Source: an optimization exercise on an open RTL-to-GDS flow (aim: small area and a short achievable clock period). Production flows keep margins and buffers that such runs may drop. Only simulation tests tie the RTL to the original design; equivalence was not proved. No driver is modelled on the clock port, so clocking that relies on it looks cheaper here than on a real chip. No activity file was given, so power comes from the tool's default toggle rates.

--- flow/flow/run.sh ---
#!/bin/bash
# Layout flow: the standard ORFS flow, except that synthesis maps the
# logic with flow/abc.script (delay-targeted mapping with area recovery)
# instead of ORFS's ABC speed script, and leaves adders to ABC instead of
# extracting full/half adder cells. Registers, flattening and renaming are
# those of the standard synthesis. Placement buffers the ports with buf_1,
# CTS uses clkbuf_8 without dummy loads, and the output registers' clock is
# delayed as a group after CTS (flow/pre_cts.tcl, flow/post_cts.tcl).
set -uo pipefail
export MY_ABC_SCRIPT="$PWD/flow/abc.script"
export SKEW_CELLS=2 SKEW_CELL=sky130_fd_sc_hd__clkdlybuf4s25_1
bash standard.sh SYNTH_SCRIPT="$PWD/flow/my_synth.tcl" ADDER_MAP_FILE= \
    SETUP_SLACK_MARGIN=15.6 \
    SKIP_CTS_REPAIR_TIMING=1 \
    PRE_CTS_TCL="$PWD/flow/pre_cts.tcl" POST_CTS_TCL="$PWD/flow/post_cts.tcl" \
    "BUFFER_PORTS_ARGS=-buffer_cell sky130_fd_sc_hd__buf_1" \
    "CTS_ARGS=-sink_clustering_enable -repair_clock_nets -dont_use_dummy_load -buf_list {sky130_fd_sc_hd__clkbuf_8 sky130_fd_sc_hd__clkbuf_16}" \
    finish > flow_make.log 2>&1
status=$?
cp -f orfs/logs/*/*/*/*.log . 2>/dev/null || true
exit $status
--- flow/flow/abc.script ---
strash
dch
map -D 4500
topo
stime -c
buffer -c
upsize -c -D 4500
dnsize -c -D 4500
--- flow/flow/my_synth.tcl ---
# synth_recipe.tcl with ABC's technology mapping script replaced.
proc synth {args} { yosys synth -nofsm -noshare {*}$args }
proc abc {args} {
  set out {}
  set i 0
  while {$i < [llength $args]} {
    set a [lindex $args $i]
    if {$a eq "-script"} {
      lappend out -script $::env(MY_ABC_SCRIPT)
      incr i 2
      continue
    }
    if {$a eq "-D"} {
      incr i 2
      continue
    }
    lappend out $a
    incr i
  }
  puts "abc (flow/abc.script): $out"
  yosys abc {*}$out
}
source $::env(SCRIPTS_DIR)/synth.tcl
# left out here: clear keep_hierarchy, flatten, clean up, hide names made inside functions, write 1_2_yosys.v
--- flow/flow/post_cts.tcl ---
# After CTS: delay the output registers' clock (see pre_cts.tcl) by a chain
# of delay cells in front of skew_out_buf, then repair timing with the skew
# in place.
set skew_block [ord::get_db_block]
set skew_db [ord::get_db]
set skew_cells [expr {[info exists ::env(SKEW_CELLS)] ? $::env(SKEW_CELLS) : 2}]
set skew_master [$skew_db findMaster [expr {[info exists ::env(SKEW_CELL)] ? $::env(SKEW_CELL) : "sky130_fd_sc_hd__clkdlybuf4s25_1"}]]
set skew_inst [$skew_block findInst skew_out_buf]
set skew_a [$skew_inst findITerm A]
set skew_prev [$skew_a getNet]
$skew_a disconnect
set skew_loc [$skew_inst getLocation]
for {set k 0} {$k < $skew_cells} {incr k} {
  set d [odb::dbInst_create $skew_block $skew_master skew_dly_$k]
  set dn [odb::dbNet_create $skew_block clk_skew_dly_$k]
  $dn setSigType CLOCK
  [$d findITerm A] connect $skew_prev
  [$d findITerm X] connect $dn
  $d setLocation [lindex $skew_loc 0] [lindex $skew_loc 1]
  $d setPlacementStatus PLACED
  set skew_prev $dn
}
$skew_a connect $skew_prev
puts "post_cts: $skew_cells delay cells in front of skew_out_buf"
detailed_placement
estimate_parasitics -placement
# cts.tcl's own repair is skipped (SKIP_CTS_REPAIR_TIMING=1) so that it
# sees this skew; the same steps follow here.
repair_timing_helper
detailed_placement
check_placement -verbose
--- flow/flow/pre_cts.tcl ---
set skew_block [ord::get_db_block]
set skew_db [ord::get_db]
set skew_clknet [$skew_block findNet clk]
set skew_inst [odb::dbInst_create $skew_block [$skew_db findMaster sky130_fd_sc_hd__clkbuf_8] skew_out_buf]
set skew_net [odb::dbNet_create $skew_block clk_skew_out]
$skew_net setSigType CLOCK
[$skew_inst findITerm A] connect $skew_clknet
[$skew_inst findITerm X] connect $skew_net
set skew_n 0
set skew_x 0
set skew_y 0
foreach it [$skew_clknet getITerms] {
  set inst [$it getInst]
  if {[regexp {^(data_out|crc)\\?\[} [$inst getName]] && [[$it getMTerm] getName] eq "CLK"} {
    $it disconnect
    $it connect $skew_net
    set loc [$inst getLocation]
    incr skew_x [lindex $loc 0]
    incr skew_y [lindex $loc 1]
    incr skew_n
  }
}
puts "pre_cts: moved $skew_n output register clock pins to clk_skew_out"
$skew_inst setLocation [expr {$skew_x / $skew_n}] [expr {$skew_y / $skew_n}]
$skew_inst setPlacementStatus PLACED
detailed_placement
--- flow/standard.sh ---
#!/bin/bash
# synth_recipe.tcl (not shown) runs the flow's synth.tcl, then flattens the netlist and writes it again
# the make line also repeats each setting of config.mk as NAME=value (left out here)
make -C /OpenROAD-flow-scripts/flow DESIGN_CONFIG=/design/flow/config.mk WORK_HOME=/design/flow/orfs CLKGATE_MAP_FILE= SYNTH_SCRIPT=/design/flow/synth_recipe.tcl "${@:-finish}"
--- flow/config.mk ---
export PLATFORM = sky130hd
export DESIGN_NAME = encrypter_top
export DESIGN_NICKNAME = encrypter_top
export VERILOG_FILES = /design/flow/design.v
export SDC_FILE = /design/flow/constraint.sdc
export NUM_CORES = 4
export LEC_CHECK = 0
export CAP_MARGIN = 30
export CORE_MARGIN = 2
export CORE_UTILIZATION = 55
export HOLD_SLACK_MARGIN = 0.1
export SLEW_MARGIN = 30
--- flow/constraint.sdc ---
create_clock -name core_clock -period 22.0 [get_ports {clk}]
set_input_delay 4.4000 -clock core_clock [delete_from_list [all_inputs] [get_ports {clk}]]
set_output_delay 4.4000 -clock core_clock [all_outputs]
set_load 0.01 [all_outputs]
--- flow/design.v ---
`timescale 1ns / 1ps
module encrypter_top(
    input             clk,
    input      [0:79] data_in,
    input      [0:63] master_key,
    input      [0:63] baby_key,
    output reg [0:79] data_out,
    output reg [0:7]  crc
    );
    reg  [0:79] data_q;
    reg  [0:63] master_q;
    reg  [0:63] baby_q;
    wire [0:79] data_c;
    wire [0:7]  crc_c;
    encrypter core (
        .data_in(data_q),
        .master_key(master_q),
        .baby_key(baby_q),
        .data_out(data_c),
        .crc(crc_c)
    );
    always @(posedge clk) begin
        data_q   <= data_in;
        master_q <= master_key;
        baby_q   <= baby_key;
        data_out <= data_c;
        crc      <= crc_c;
    end
endmodule

module CRC(
    input  [0:79] data_in,
    output [0:7]  crc
);
    wire [0:9] col [0:7];
    wire [0:9] par;
    genvar m, c;
    generate
        for (c = 0; c < 10; c = c + 1) begin : COL
            assign par[c] = data_in[c]      ^ data_in[c + 10] ^ data_in[c + 20] ^ data_in[c + 30] ^
                            data_in[c + 40] ^ data_in[c + 50] ^ data_in[c + 60] ^ data_in[c + 70];
        end
        for (c = 0; c < 8; c = c + 1) begin : OUT
            assign crc[c] = par[c + 2] ^ ((c % 2 == 0) ? par[0] : par[1]);
        end
    endgenerate
endmodule
module key_creation(
    input  [0:63] master_key,
    input  [0:63] baby_key,
    output [0:63] final_key,
    output [0:7]  gt
);
    genvar i;
    generate
        for (i = 0; i < 8; i = i + 1) begin : BYTE
            assign gt[i] = master_key[8*i +: 8] > baby_key[8*i +: 8];
            assign final_key[8*i +: 8] = gt[i] ? master_key[8*i +: 8] : baby_key[8*i +: 8];
        end
    endgenerate
endmodule
module bit_level_mixing_encode(
    input  [0:79] data_in,
    input  [0:63] final_key,
    output [0:79] data_out
);
    function [0:7] rotr;
        input [0:7] x;
        input [2:0] s;
        reg   [0:7] a, b;
        begin
            a    = s[0] ? {x[7],   x[0:6]} : x;
            b    = s[1] ? {a[6:7], a[0:5]} : a;
            rotr = s[2] ? {b[4:7], b[0:3]} : b;
        end
    endfunction
    genvar b;
    generate
        for (b = 0; b < 10; b = b + 1) begin : BYTE
            assign data_out[8*b +: 8] = rotr(data_in[8*b +: 8], final_key[8*(b % 8) + 5 +: 3]);
        end
    endgenerate
endmodule
module shift_encoding(
    input  [0:79] data_in,
    input  [0:63] final_key,
    input  [0:63] master_key,
    input  [0:63] baby_key,
    input  [0:7]  key_gt,        
    output [0:79] data_out
);
    function [4:0] res5;
        input [3:0] x;
        reg   [3:0] h, l;
        begin
            h = {x[3] & x[2], x[3] & ~x[2], ~x[3] & x[2], ~x[3] & ~x[2]};
            l = {x[1] & x[0], x[1] & ~x[0], ~x[1] & x[0], ~x[1] & ~x[0]};
            res5[0] = (h[0] & l[0]) | (h[1] & l[1]) | (h[2] & l[2]) | (h[3] & l[3]);
            res5[1] = (h[0] & l[1]) | (h[1] & l[2]) | (h[2] & l[3]);
            res5[2] = (h[0] & l[2]) | (h[1] & l[3]) | (h[3] & l[0]);
            res5[3] = (h[0] & l[3]) | (h[2] & l[0]) | (h[3] & l[1]);
            res5[4] = (h[1] & l[0]) | (h[2] & l[1]) | (h[3] & l[2]);
        end
    endfunction
    function [4:0] add5;
        input [4:0] a, b;
        begin
            add5[0] = (a[0] & b[0]) | (a[1] & b[4]) | (a[2] & b[3]) | (a[3] & b[2]) | (a[4] & b[1]);
            add5[1] = (a[0] & b[1]) | (a[1] & b[0]) | (a[2] & b[4]) | (a[3] & b[3]) | (a[4] & b[2]);
            add5[2] = (a[0] & b[2]) | (a[1] & b[1]) | (a[2] & b[0]) | (a[3] & b[4]) | (a[4] & b[3]);
            add5[3] = (a[0] & b[3]) | (a[1] & b[2]) | (a[2] & b[1]) | (a[3] & b[0]) | (a[4] & b[4]);
            add5[4] = (a[0] & b[4]) | (a[1] & b[3]) | (a[2] & b[2]) | (a[3] & b[1]) | (a[4] & b[0]);
        end
    endfunction
    wire [7:0] kb [0:7];
    wire [4:0] kr [0:7];
    genvar i;
    generate
        for (i = 0; i < 8; i = i + 1) begin : KRES
            wire [7:0] mb = master_key[8*i +: 8];
            wire [7:0] bb = baby_key[8*i +: 8];
            wire [4:0] mr = add5(res5(mb[7:4]), res5(mb[3:0]));
            wire [4:0] br = add5(res5(bb[7:4]), res5(bb[3:0]));
            assign kb[i] = final_key[8*i +: 8];
            assign kr[i] = key_gt[i] ? mr : br;
        end
    endgenerate
    wire [4:0] start5 = add5(add5(add5(kr[0], kr[1]), add5(kr[2], kr[3])),
                             add5(add5(kr[4], kr[5]), add5(kr[6], kr[7])));
    wire       start2 = kb[0][0] ^ kb[1][0] ^ kb[2][0] ^ kb[3][0] ^
                        kb[4][0] ^ kb[5][0] ^ kb[6][0] ^ kb[7][0];
    wire [9:0] st10;
    generate
        for (i = 0; i < 10; i = i + 1) begin : ST10
            assign st10[i] = start5[i % 5] & (start2 == (i % 2));
        end
    endgenerate
    wire [9:1] ts;
    generate
        for (i = 1; i <= 9; i = i + 1) begin : TS
            assign ts[i] = |(st10 >> i);
        end
    endgenerate
    wire [6:0] r7_k   = kb[0][7:1];
    wire       top_k  = &r7_k;
    wire [4:0] s1r_k  = add5(res5(r7_k[6:3]), res5({r7_k[2:0], 1'b1}));
    wire [4:0] sg     = s1r_k[0] ? (top_k ? 5'b00010 : 5'b00100) : s1r_k;
    wire [4:0] sm [0:4];
    assign sm[0] = 5'b00001;
    assign sm[1] = sg;
    assign sm[2] = {sg[2], sg[4], sg[1], sg[3], 1'b0};    
    assign sm[3] = {sg[3], sg[1], sg[4], sg[2], 1'b0};    
    assign sm[4] = {sg[1], sg[2], sg[3], sg[4], 1'b0};    
    wire [4:0] tq [0:4];
    assign tq[0] = start5;
    generate
        for (i = 1; i < 5; i = i + 1) begin : TQ
            assign tq[i] = add5(start5, sm[i]);
        end
    endgenerate
    wire eq31 = ((r7_k == 7'd15));
    wire eq51 = ((r7_k == 7'd25));
    wire eq63 = ((r7_k == 7'd31));
    wire eq73 = ((r7_k == 7'd36));
    wire eq83 = ((r7_k == 7'd41));
    wire eq101 = ((r7_k == 7'd50));
    wire eq109 = ((r7_k == 7'd54));
    wire eq113 = ((r7_k == 7'd56));
    wire eq127 = ((r7_k == 7'd62) | (r7_k == 7'd63));
    wire eq153 = ((r7_k == 7'd76));
    wire eq159 = ((r7_k == 7'd79));
    wire eq169 = ((r7_k == 7'd84));
    wire eq191 = ((r7_k == 7'd95));
    wire eq199 = ((r7_k == 7'd99));
    wire eq203 = ((r7_k == 7'd101));
    wire eq213 = ((r7_k == 7'd106));
    wire eq219 = ((r7_k == 7'd109));
    wire eq223 = ((r7_k == 7'd111));
    wire eq227 = ((r7_k == 7'd112) | (r7_k == 7'd113));
    wire eq247 = ((r7_k == 7'd122) | (r7_k == 7'd123));
    wire eq249 = ((r7_k == 7'd124));
    wire eq251 = ((r7_k == 7'd125));
    wire eq253 = ((r7_k == 7'd126));
    wire ge29 = ((r7_k[6] | (r7_k[5] | (r7_k[4] | (r7_k[3] & (r7_k[2] & r7_k[1]))))) & ~top_k);
    wire ge32 = ((r7_k[6] | (r7_k[5] | r7_k[4])) & ~top_k);
    wire ge37 = ((r7_k[6] | (r7_k[5] | (r7_k[4] & (r7_k[3] | (r7_k[2] | (r7_k[1] | r7_k[0])))))) & ~top_k);
    wire ge43 = ((r7_k[6] | (r7_k[5] | (r7_k[4] & (r7_k[3] | (r7_k[2] & (r7_k[1] | r7_k[0])))))) & ~top_k);
    wire ge52 = ((r7_k[6] | (r7_k[5] | (r7_k[4] & (r7_k[3] & (r7_k[2] | r7_k[1]))))) & ~top_k);
    wire ge57 = ((r7_k[6] | (r7_k[5] | (r7_k[4] & (r7_k[3] & (r7_k[2] | (r7_k[1] & r7_k[0])))))) & ~top_k);
    wire ge64 = ((r7_k[6] | r7_k[5]) & ~top_k);
    wire ge74 = ((r7_k[6] | (r7_k[5] & (r7_k[4] | (r7_k[3] | (r7_k[2] & (r7_k[1] | r7_k[0])))))) & ~top_k);
    wire ge86 = ((r7_k[6] | (r7_k[5] & (r7_k[4] | (r7_k[3] & (r7_k[2] | r7_k[1]))))) & ~top_k);
    wire ge96 = ((r7_k[6] | (r7_k[5] & (r7_k[4] | (r7_k[3] & (r7_k[2] & (r7_k[1] & r7_k[0])))))) & ~top_k);
    wire ge103 = ((r7_k[6] | (r7_k[5] & (r7_k[4] & (r7_k[3] | (r7_k[2] | (r7_k[1] & r7_k[0])))))) & ~top_k);
    wire ge110 = ((r7_k[6] | (r7_k[5] & (r7_k[4] & (r7_k[3] | (r7_k[2] & (r7_k[1] & r7_k[0])))))) & ~top_k);
    wire ge114 = ((r7_k[6] | (r7_k[5] & (r7_k[4] & (r7_k[3] & (r7_k[2] | (r7_k[1] | r7_k[0])))))) & ~top_k);
    wire ge128 = (r7_k[6] & ~top_k);
    wire ge143 = ((r7_k[6] & (r7_k[5] | (r7_k[4] | (r7_k[3] | (r7_k[2] & (r7_k[1] & r7_k[0])))))) & ~top_k);
    wire ge147 = ((r7_k[6] & (r7_k[5] | (r7_k[4] | r7_k[3]))) & ~top_k);
    wire ge154 = ((r7_k[6] & (r7_k[5] | (r7_k[4] | (r7_k[3] & (r7_k[2] & (r7_k[1] | r7_k[0])))))) & ~top_k);
    wire ge160 = ((r7_k[6] & (r7_k[5] | r7_k[4])) & ~top_k);
    wire ge171 = ((r7_k[6] & (r7_k[5] | (r7_k[4] & (r7_k[3] | (r7_k[2] & (r7_k[1] | r7_k[0])))))) & ~top_k);
    wire ge183 = ((r7_k[6] & (r7_k[5] | (r7_k[4] & (r7_k[3] & (r7_k[2] | (r7_k[1] & r7_k[0])))))) & ~top_k);
    wire ge192 = ((r7_k[6] & r7_k[5]) & ~top_k);
    wire ge200 = ((r7_k[6] & (r7_k[5] & (r7_k[4] | (r7_k[3] | r7_k[2])))) & ~top_k);
    wire ge205 = ((r7_k[6] & (r7_k[5] & (r7_k[4] | (r7_k[3] | (r7_k[2] & r7_k[1]))))) & ~top_k);
    wire ge214 = ((r7_k[6] & (r7_k[5] & (r7_k[4] | (r7_k[3] & (r7_k[2] | (r7_k[1] & r7_k[0])))))) & ~top_k);
    wire ge220 = ((r7_k[6] & (r7_k[5] & (r7_k[4] | (r7_k[3] & (r7_k[2] & r7_k[1]))))) & ~top_k);
    wire ge224 = ((r7_k[6] & (r7_k[5] & r7_k[4])) & ~top_k);
    wire ge228 = ((r7_k[6] & (r7_k[5] & (r7_k[4] & (r7_k[3] | (r7_k[2] | r7_k[1]))))) & ~top_k);
    wire g_1_1 = (eq247 & ts[9]) | (eq249 & ts[7]) | (eq251 & ts[5]) | (eq253 & ts[3]);
    wire g_2_1 = ge128 | (eq127 & ts[2]);
    wire g_2_2 = (eq253 & ts[6]);
    wire g_3_1 = ge86 | (eq83 & ts[7]);
    wire g_3_2 = ge171 | (eq169 & ts[5]);
    wire g_3_3 = (eq253 & ts[9]);
    wire g_4_1 = ge64 | (eq63 & ts[4]);
    wire g_4_2 = ge128 | (eq127 & ts[4]);
    wire g_4_3 = ge192 | (eq191 & ts[4]);
    wire g_4_4 = 1'b0;
    wire g_5_1 = ge52 | (eq51 & ts[1]);
    wire g_5_2 = ge103 | (eq101 & ts[7]);
    wire g_5_3 = ge154 | (eq153 & ts[3]);
    wire g_5_4 = ge205 | (eq203 & ts[9]);
    wire g_5_5 = 1'b0;
    wire g_6_1 = ge43;
    wire g_6_2 = ge86;
    wire g_6_3 = ge128 | (eq127 & ts[6]);
    wire g_6_4 = ge171;
    wire g_6_5 = ge214 | (eq213 & ts[2]);
    wire g_6_6 = 1'b0;
    wire g_7_1 = ge37;
    wire g_7_2 = ge74 | (eq73 & ts[1]);
    wire g_7_3 = ge110 | (eq109 & ts[5]);
    wire g_7_4 = ge147;
    wire g_7_5 = ge183;
    wire g_7_6 = ge220 | (eq219 & ts[3]);
    wire g_7_7 = 1'b0;
    wire g_8_1 = ge32 | (eq31 & ts[8]);
    wire g_8_2 = ge64 | (eq63 & ts[8]);
    wire g_8_3 = ge96;
    wire g_8_4 = ge128 | (eq127 & ts[8]);
    wire g_8_5 = ge160 | (eq159 & ts[8]);
    wire g_8_6 = ge192 | (eq191 & ts[8]);
    wire g_8_7 = ge224 | (eq223 & ts[8]);
    wire g_8_8 = 1'b0;
    wire g_9_1 = ge29;
    wire g_9_2 = ge57;
    wire g_9_3 = ge86;
    wire g_9_4 = ge114 | (eq113 & ts[7]);
    wire g_9_5 = ge143;
    wire g_9_6 = ge171;
    wire g_9_7 = ge200 | (eq199 & ts[1]);
    wire g_9_8 = ge228 | (eq227 & ts[5]);
    wire g_9_9 = 1'b0;
    wire [4:0] ix5 [0:9];
    assign ix5[0] = start5;
    wire n1_0 = ~g_1_1;
    wire n1_1 = g_1_1;
    wire n1_2 = 1'b0;
    wire n1_3 = 1'b0;
    wire n1_4 = 1'b0;
    assign ix5[1][0] = (n1_0 & tq[1][0]) | (n1_1 & tq[1][1]);
    assign ix5[1][1] = (n1_0 & tq[1][1]) | (n1_1 & tq[1][2]);
    assign ix5[1][2] = (n1_0 & tq[1][2]) | (n1_1 & tq[1][3]);
    assign ix5[1][3] = (n1_0 & tq[1][3]) | (n1_1 & tq[1][4]);
    assign ix5[1][4] = (n1_0 & tq[1][4]) | (n1_1 & tq[1][0]);
    wire n2_0 = ~g_2_1;
    wire n2_1 = (g_2_1 & ~g_2_2);
    wire n2_2 = g_2_2;
    wire n2_3 = 1'b0;
    wire n2_4 = 1'b0;
    assign ix5[2][0] = (n2_0 & tq[2][0]) | (n2_1 & tq[2][1]) | (n2_2 & tq[2][2]);
    assign ix5[2][1] = (n2_0 & tq[2][1]) | (n2_1 & tq[2][2]) | (n2_2 & tq[2][3]);
    assign ix5[2][2] = (n2_0 & tq[2][2]) | (n2_1 & tq[2][3]) | (n2_2 & tq[2][4]);
    assign ix5[2][3] = (n2_0 & tq[2][3]) | (n2_1 & tq[2][4]) | (n2_2 & tq[2][0]);
    assign ix5[2][4] = (n2_0 & tq[2][4]) | (n2_1 & tq[2][0]) | (n2_2 & tq[2][1]);
    wire n3_0 = ~g_3_1;
    wire n3_1 = (g_3_1 & ~g_3_2);
    wire n3_2 = (g_3_2 & ~g_3_3);
    wire n3_3 = g_3_3;
    wire n3_4 = 1'b0;
    assign ix5[3][0] = (n3_0 & tq[3][0]) | (n3_1 & tq[3][1]) | (n3_2 & tq[3][2]) | (n3_3 & tq[3][3]);
    assign ix5[3][1] = (n3_0 & tq[3][1]) | (n3_1 & tq[3][2]) | (n3_2 & tq[3][3]) | (n3_3 & tq[3][4]);
    assign ix5[3][2] = (n3_0 & tq[3][2]) | (n3_1 & tq[3][3]) | (n3_2 & tq[3][4]) | (n3_3 & tq[3][0]);
    assign ix5[3][3] = (n3_0 & tq[3][3]) | (n3_1 & tq[3][4]) | (n3_2 & tq[3][0]) | (n3_3 & tq[3][1]);
    assign ix5[3][4] = (n3_0 & tq[3][4]) | (n3_1 & tq[3][0]) | (n3_2 & tq[3][1]) | (n3_3 & tq[3][2]);
    wire n4_0 = ~g_4_1;
    wire n4_1 = (g_4_1 & ~g_4_2);
    wire n4_2 = (g_4_2 & ~g_4_3);
    wire n4_3 = (g_4_3 & ~g_4_4);
    wire n4_4 = g_4_4;
    assign ix5[4][0] = (n4_0 & tq[4][0]) | (n4_1 & tq[4][1]) | (n4_2 & tq[4][2]) | (n4_3 & tq[4][3]) | (n4_4 & tq[4][4]);
    assign ix5[4][1] = (n4_0 & tq[4][1]) | (n4_1 & tq[4][2]) | (n4_2 & tq[4][3]) | (n4_3 & tq[4][4]) | (n4_4 & tq[4][0]);
    assign ix5[4][2] = (n4_0 & tq[4][2]) | (n4_1 & tq[4][3]) | (n4_2 & tq[4][4]) | (n4_3 & tq[4][0]) | (n4_4 & tq[4][1]);
    assign ix5[4][3] = (n4_0 & tq[4][3]) | (n4_1 & tq[4][4]) | (n4_2 & tq[4][0]) | (n4_3 & tq[4][1]) | (n4_4 & tq[4][2]);
    assign ix5[4][4] = (n4_0 & tq[4][4]) | (n4_1 & tq[4][0]) | (n4_2 & tq[4][1]) | (n4_3 & tq[4][2]) | (n4_4 & tq[4][3]);
    wire n5_0 = ~g_5_1 | g_5_5;
    wire n5_1 = (g_5_1 & ~g_5_2);
    wire n5_2 = (g_5_2 & ~g_5_3);
    wire n5_3 = (g_5_3 & ~g_5_4);
    wire n5_4 = (g_5_4 & ~g_5_5);
    assign ix5[5][0] = (n5_0 & tq[0][0]) | (n5_1 & tq[0][1]) | (n5_2 & tq[0][2]) | (n5_3 & tq[0][3]) | (n5_4 & tq[0][4]);
    assign ix5[5][1] = (n5_0 & tq[0][1]) | (n5_1 & tq[0][2]) | (n5_2 & tq[0][3]) | (n5_3 & tq[0][4]) | (n5_4 & tq[0][0]);
    assign ix5[5][2] = (n5_0 & tq[0][2]) | (n5_1 & tq[0][3]) | (n5_2 & tq[0][4]) | (n5_3 & tq[0][0]) | (n5_4 & tq[0][1]);
    assign ix5[5][3] = (n5_0 & tq[0][3]) | (n5_1 & tq[0][4]) | (n5_2 & tq[0][0]) | (n5_3 & tq[0][1]) | (n5_4 & tq[0][2]);
    assign ix5[5][4] = (n5_0 & tq[0][4]) | (n5_1 & tq[0][0]) | (n5_2 & tq[0][1]) | (n5_3 & tq[0][2]) | (n5_4 & tq[0][3]);
    wire n6_0 = ~g_6_1 | (g_6_5 & ~g_6_6);
    wire n6_1 = (g_6_1 & ~g_6_2) | g_6_6;
    wire n6_2 = (g_6_2 & ~g_6_3);
    wire n6_3 = (g_6_3 & ~g_6_4);
    wire n6_4 = (g_6_4 & ~g_6_5);
    assign ix5[6][0] = (n6_0 & tq[1][0]) | (n6_1 & tq[1][1]) | (n6_2 & tq[1][2]) | (n6_3 & tq[1][3]) | (n6_4 & tq[1][4]);
    assign ix5[6][1] = (n6_0 & tq[1][1]) | (n6_1 & tq[1][2]) | (n6_2 & tq[1][3]) | (n6_3 & tq[1][4]) | (n6_4 & tq[1][0]);
    assign ix5[6][2] = (n6_0 & tq[1][2]) | (n6_1 & tq[1][3]) | (n6_2 & tq[1][4]) | (n6_3 & tq[1][0]) | (n6_4 & tq[1][1]);
    assign ix5[6][3] = (n6_0 & tq[1][3]) | (n6_1 & tq[1][4]) | (n6_2 & tq[1][0]) | (n6_3 & tq[1][1]) | (n6_4 & tq[1][2]);
    assign ix5[6][4] = (n6_0 & tq[1][4]) | (n6_1 & tq[1][0]) | (n6_2 & tq[1][1]) | (n6_3 & tq[1][2]) | (n6_4 & tq[1][3]);
    wire n7_0 = ~g_7_1 | (g_7_5 & ~g_7_6);
    wire n7_1 = (g_7_1 & ~g_7_2) | (g_7_6 & ~g_7_7);
    wire n7_2 = (g_7_2 & ~g_7_3) | g_7_7;
    wire n7_3 = (g_7_3 & ~g_7_4);
    wire n7_4 = (g_7_4 & ~g_7_5);
    assign ix5[7][0] = (n7_0 & tq[2][0]) | (n7_1 & tq[2][1]) | (n7_2 & tq[2][2]) | (n7_3 & tq[2][3]) | (n7_4 & tq[2][4]);
    assign ix5[7][1] = (n7_0 & tq[2][1]) | (n7_1 & tq[2][2]) | (n7_2 & tq[2][3]) | (n7_3 & tq[2][4]) | (n7_4 & tq[2][0]);
    assign ix5[7][2] = (n7_0 & tq[2][2]) | (n7_1 & tq[2][3]) | (n7_2 & tq[2][4]) | (n7_3 & tq[2][0]) | (n7_4 & tq[2][1]);
    assign ix5[7][3] = (n7_0 & tq[2][3]) | (n7_1 & tq[2][4]) | (n7_2 & tq[2][0]) | (n7_3 & tq[2][1]) | (n7_4 & tq[2][2]);
    assign ix5[7][4] = (n7_0 & tq[2][4]) | (n7_1 & tq[2][0]) | (n7_2 & tq[2][1]) | (n7_3 & tq[2][2]) | (n7_4 & tq[2][3]);
    wire n8_0 = ~g_8_1 | (g_8_5 & ~g_8_6);
    wire n8_1 = (g_8_1 & ~g_8_2) | (g_8_6 & ~g_8_7);
    wire n8_2 = (g_8_2 & ~g_8_3) | (g_8_7 & ~g_8_8);
    wire n8_3 = (g_8_3 & ~g_8_4) | g_8_8;
    wire n8_4 = (g_8_4 & ~g_8_5);
    assign ix5[8][0] = (n8_0 & tq[3][0]) | (n8_1 & tq[3][1]) | (n8_2 & tq[3][2]) | (n8_3 & tq[3][3]) | (n8_4 & tq[3][4]);
    assign ix5[8][1] = (n8_0 & tq[3][1]) | (n8_1 & tq[3][2]) | (n8_2 & tq[3][3]) | (n8_3 & tq[3][4]) | (n8_4 & tq[3][0]);
    assign ix5[8][2] = (n8_0 & tq[3][2]) | (n8_1 & tq[3][3]) | (n8_2 & tq[3][4]) | (n8_3 & tq[3][0]) | (n8_4 & tq[3][1]);
    assign ix5[8][3] = (n8_0 & tq[3][3]) | (n8_1 & tq[3][4]) | (n8_2 & tq[3][0]) | (n8_3 & tq[3][1]) | (n8_4 & tq[3][2]);
    assign ix5[8][4] = (n8_0 & tq[3][4]) | (n8_1 & tq[3][0]) | (n8_2 & tq[3][1]) | (n8_3 & tq[3][2]) | (n8_4 & tq[3][3]);
    wire n9_0 = ~g_9_1 | (g_9_5 & ~g_9_6);
    wire n9_1 = (g_9_1 & ~g_9_2) | (g_9_6 & ~g_9_7);
    wire n9_2 = (g_9_2 & ~g_9_3) | (g_9_7 & ~g_9_8);
    wire n9_3 = (g_9_3 & ~g_9_4) | (g_9_8 & ~g_9_9);
    wire n9_4 = (g_9_4 & ~g_9_5) | g_9_9;
    assign ix5[9][0] = (n9_0 & tq[4][0]) | (n9_1 & tq[4][1]) | (n9_2 & tq[4][2]) | (n9_3 & tq[4][3]) | (n9_4 & tq[4][4]);
    assign ix5[9][1] = (n9_0 & tq[4][1]) | (n9_1 & tq[4][2]) | (n9_2 & tq[4][3]) | (n9_3 & tq[4][4]) | (n9_4 & tq[4][0]);
    assign ix5[9][2] = (n9_0 & tq[4][2]) | (n9_1 & tq[4][3]) | (n9_2 & tq[4][4]) | (n9_3 & tq[4][0]) | (n9_4 & tq[4][1]);
    assign ix5[9][3] = (n9_0 & tq[4][3]) | (n9_1 & tq[4][4]) | (n9_2 & tq[4][0]) | (n9_3 & tq[4][1]) | (n9_4 & tq[4][2]);
    assign ix5[9][4] = (n9_0 & tq[4][4]) | (n9_1 & tq[4][0]) | (n9_2 & tq[4][1]) | (n9_3 & tq[4][2]) | (n9_4 & tq[4][3]);
    wire [4:0] sel [0:9];
    genvar j, k;
    generate
        for (j = 0; j < 10; j = j + 1) begin : SEL
            if (j >= 8) begin : LAST
                assign sel[j] = ix5[j];
            end else if (j >= 6) begin : L1
                assign sel[j] = ix5[j] & ~ix5[j+2];
            end else if (j >= 4) begin : L2
                assign sel[j] = ix5[j] & ~(ix5[j+2] | ix5[j+4]);
            end else if (j >= 2) begin : L3
                assign sel[j] = ix5[j] & ~(ix5[j+2] | ix5[j+4] | ix5[j+6]);
            end else begin : L4
                assign sel[j] = ix5[j] & ~(ix5[j+2] | ix5[j+4] | ix5[j+6] | ix5[j+8]);
            end
        end
    endgenerate
    wire [7:0] ev [0:4];
    wire [7:0] od [0:4];
    generate
        for (k = 0; k < 5; k = k + 1) begin : SLOT
            assign ev[k] = ({8{sel[0][k]}} & data_in[0:7])   | ({8{sel[2][k]}} & data_in[16:23]) |
                           ({8{sel[4][k]}} & data_in[32:39]) | ({8{sel[6][k]}} & data_in[48:55]) |
                           ({8{sel[8][k]}} & data_in[64:71]);
            assign od[k] = ({8{sel[1][k]}} & data_in[8:15])  | ({8{sel[3][k]}} & data_in[24:31]) |
                           ({8{sel[5][k]}} & data_in[40:47]) | ({8{sel[7][k]}} & data_in[56:63]) |
                           ({8{sel[9][k]}} & data_in[72:79]);
        end
    endgenerate
    genvar p;
    generate
        for (p = 0; p < 10; p = p + 1) begin : POS
            assign data_out[8*p +: 8] = ((p % 2) == 0) ? (start2 ? od[p % 5] : ev[p % 5])
                                                       : (start2 ? ev[p % 5] : od[p % 5]);
        end
    endgenerate
endmodule
`timescale 1ns / 1ps
module xor_encoding(
        input [0:79] data_in,
        input [0:63] final_key,
        output [0:79] data_out
    );
    assign data_out[0:7] = data_in[0:7] ^ final_key[0:7];
    assign data_out[8:15] = data_in[8:15] ^ final_key[8:15];
    assign data_out[16:23] = data_in[16:23] ^ final_key[16:23];
    assign data_out[24:31] = data_in[24:31] ^ final_key[24:31];
    assign data_out[32:39] = data_in[32:39] ^ final_key[32:39];
    assign data_out[40:47] = data_in[40:47] ^ final_key[40:47];
    assign data_out[48:55] = data_in[48:55] ^ final_key[48:55];
    assign data_out[56:63] = data_in[56:63] ^ final_key[56:63];
    assign data_out[64:71] = data_in[64:71] ^ final_key[0:7];
    assign data_out[72:79] = data_in[72:79] ^ final_key[8:15];    
endmodule
`timescale 1ns / 1ps
module encrypter(
    input [0:79] data_in,
    input [0:63] master_key,
    input [0:63] baby_key,
    output [0:79] data_out,
    output [0:7] crc
    );
    wire [0:63] final_key;
    wire [0:7]  key_gt;
    wire [0:79] stage_1_out;
    wire [0:79] stage_2_out;
    CRC stage_crc( .data_in(data_in), .crc(crc));
    key_creation creat_key( .master_key(master_key), .baby_key(baby_key), .final_key(final_key), .gt(key_gt) );
    bit_level_mixing_encode stage_1( .data_in(data_in), .data_out(stage_1_out), .final_key(final_key));
    shift_encoding stage_2( .data_in(stage_1_out), .final_key(final_key), .master_key(master_key),
                            .baby_key(baby_key), .key_gt(key_gt), .data_out(stage_2_out));
    xor_encoding stage_3( .data_in(stage_2_out), .final_key(final_key), .data_out(data_out));
endmodule
==> metrics.md <==
| Metric | Value |
|---|---|
| Status | `no timing/DRC/antenna violations` |
| Sequential area share after synthesis | `0.245` |
| Period utilization | `0.290` |
| Fill count | `3,766` |
| Clock Skews | `650 ps` |
| Die W | `214 um` |
| Synth area leaders | `dfxtp_1 24%, nand2_1 11%, inv_1 8.9%` |
| Crit start category | `flip-flop` |
| Syn-to-layout area delta | `20.6%` |
| Crit path DAT | `1990 ps` |
| RSZ-0062 raised after global routing | `true` |
| Post-synth EDFFs | `0` |
| GPL Wtd Cong | `1.12` |
| Synth Register Bits | `296` |
| P_int | `1.85 mW` |
| Die area | `0.0457 mm2` |
| Critical Path Max Stage Delay | `530 ps` |
| Final non-filler cell total | `4,703` |
| Initial antenna violation count | `2` |
| Top_reg_cell synth | `dfxtp_1` |
| HP Class | `reg2reg` |
| Actual transition at the worst max-transition pin | `1370 ps` |
| I/O Pins | `297` |
| Clock slew seen by the registers of the worst setup and hold paths | `90 ps` |
| Fin. max-slew vios | `0` |
| Maximum VDD drop | `0.0000985 V` |
| Pleak | `12.6 nW` |
| Ys Warns | `3` |
| # rows | `76` |
| Placed cells | `4,553` |
| Clock power share | `0.131` |
| WL final | `104,000 um` |
| Critical Path RT | `17,600 ps` |
| HPWL Detailed | `79,100 um` |
| First DRT Iteration DRCs | `4,064` |
| Initial core utilization | `0.559` |
| Vias | `29,900` |
| Router iterations before antenna repair | `9` |
| Global route overflow | `0` |
| Combinational power share | `0.676` |
| Cell family with the largest share of critical-path delay | `flip-flops` |
| Rel. slew slack | `0.0758` |
| Crit-path slowest cell | `dfxtp_1` |
| DRC violation count after routing | `0` |
| Die Ht | `214 um` |
| Max Fclk | `0.157 GHz` |
| IO buf count | `296` |
| Yosys cell types | `81` |
| Buf/Inv on CP | `1` |
| Post-synthesis net count | `3,937` |
| Cell Area, Synth | `0.0242 mm2` |
| Share of cells above drive strength 1 | `0.118` |
| Flop pwr share | `0.192` |
| Total power divided by cell area | `135 mW/mm2` |
| Vias per cell | `6.35` |
| TritonCTS clock tree | `yes` |
| Layout Nets | `4,326` |
| Final hold vios | `0` |
| Setup_tns | `0 ps` |
| Synth area leader | `dfxtp_1` |
| Cells after Synth | `3,728` |
| Sw frac | `0.529` |
| Avg Cell Area, Syn | `6.49 um2` |
| Setup Viol. Count Final | `0` |
| Worst setup EP type | `output port` |
| CP Class | `reg2out` |
| Design Area, Final | `0.0292 mm2` |
| Min cycle time layout | `6390 ps` |
| Placed cell areas | `0.0259 mm2` |
| Largest net degree at the start of global routing | `56` |
| Vias in the first global route | `27,100` |
| # Max-Cap Violations | `0` |
| ANT nets after route | `0` |
| Core Area | `0.0433 mm2` |
| All-layer global routing usage | `0.427` |
| Clk latency of the worst-skew pair | `1280 ps` |
| Routed length per placed instance | `22.1 um` |
| Async S/R FF share, synth | `0` |
| Crit path cell chain | `buf_1` |
| Total power | `3.94 mW` |
| Area share of the largest cell type after synthesis | `0.245` |
| Switching power | `2.08 mW` |
| First-pass GRT wire length | `151,000 um` |
| Worst-path maximum fanout | `1` |
[worst paths after layout]
| kind | start | end | slack (ps) | cells after the start |
|---|---|---|---|---|
| max | data_out[26] | data_out[26] | 15610 | 1 |
| min | baby_q[19] | data_out[19] | 110 | 3 |
| max reg2reg | master_q[21] | data_out[42] | 15680 | 33 |
| min reg2reg | baby_q[19] | data_out[19] | 110 | 3 |
[final cells by class, clock buffers not listed]
class / instances / area [um2] / area share
diodes: 3 / 7.51 / 0.000257
repair inverters: 1 / 5.00 / 0.000172
multi-input cells: 2730 / 17000 / 0.582
repair buffers: 431 / 2280 / 0.0782
plain buffers: 3 / 33.8 / 0.00116
flip-flops and latches: 296 / 5930 / 0.203
inverters: 619 / 2340 / 0.0801
well taps: 585 / 732 / 0.0251
[per-layer routing]
layer	track usage	up-vias	part of all wire
li1	-	13600	-
met1	0.513	13700	0.37
met2	0.665	2045	0.43
met3	0.135	515	0.12
met4	0.263	4	0.076
met5	0.00647	-	0.00020
[through the flow]
stage,hold slack (ps),worst slack [ps],util
after global routing,134,15410,0.674
after detailed placement,578,13910,0.600
after floorplan,522,16640,-
final,112,15610,0.674
after global placement,567,13890,0.599
[power groups by stage]
stage / combinational (mW) / clock [mW] / sequential, mW
finish: 2.66 / 0.516 / 0.758
global route: 2.79 / 0.536 / 0.757
detailed placement: 2.24 / 0 / 0.756
global placement: 2.20 / 0 / 0.759
floorplan: 1.52 / 0 / 0.755
[registers in the layout (all words and copies together), names as in the netlist]
register,cells
crc,8
data_out,80
baby_q,64
master_q,64
data_q,80
[worst register-to-register path, delay by kind of cell, from the launching register on]
family          cells  cell delay [ps]
mux                 2              730
xor+xnor            1              160
compound gates     13             3240
flops               1              380
buf+inv             6              670
simple gates       11             1660
[logic make-up (layout without fill, tap and decap cells)]
logic type,after synthesis,after routing,share of synthesized area
buf+inv,709,1089,0.113
mux,64,64,0.0265
simple gates,1367,1372,0.240
flops,296,296,0.245
compound gates,1126,1128,0.315
other cells,0,3,0
xor+xnor,166,166,0.0604
[layout by cell type, fill, tap and decap left out, drive strengths merged, types with 6 or more instances in the layout]
cell / n
a2111oi: 6
a211oi: 24
a21oi: 156
a221o: 18
a221oi: 53
a22o: 17
a22oi: 186
a31oi: 16
and3: 11
buf: 408
clkbuf: 36
clkinv: 7
dfxtp: 296
dlygate4sd3: 23
inv: 611
mux2i: 64
nand2: 702
nand3: 45
nand4: 17
nor2: 520
nor3: 39
nor4: 22
o2111ai: 80
o211ai: 16
o21a: 29
o21ai: 299
o221ai: 31
o22ai: 171
xnor2: 103
xor2: 63
[Yosys cell counts (44+ instances only)]
master and count:
nand2_1 694, inv_1 572, nor2_1 498, dfxtp_1 296, o21ai_0 215, a22oi_1 186, o22ai_1 171, a21oi_1 151
xnor2_1 102, o2111ai_1 80, o21ai_1 75, mux2i_1 64, xor2_1 63, clkbuf_1 60, a221oi_1 46, nand3_1 44

==> separate check: timing with driven ports <==
Ports are ideal in the flow. The routed layout listed here was re-timed in OpenROAD.
Step 1 sets driving cells, clkbuf_16 on the clock port and buf_2 on the other inputs (assumed; they add their load-dependent delay and slew).
Step 2, shift: input delay + t, output delay - t, t = (earliest + latest rising clock arrival at the registers) / 2. This alone moves slack from input paths to output paths.
Slacks: ideal ports / drivers / drivers and shift; pairs: ideal ports / drivers.
t, ns: 1.033
slack for setup (ns): 15.613 / 15.536 / 15.675
latest minus earliest clock arrival (ns): 0.650 / 0.650
slew at the worst register clock pin (ns): 0.09 / 0.09
In this run the clock reaches the registers at very different times; t lies between them, and the last value is a rough guide only. The setup slack of this run moves by -0.077 ns with the drivers and by +0.062 ns with both steps.
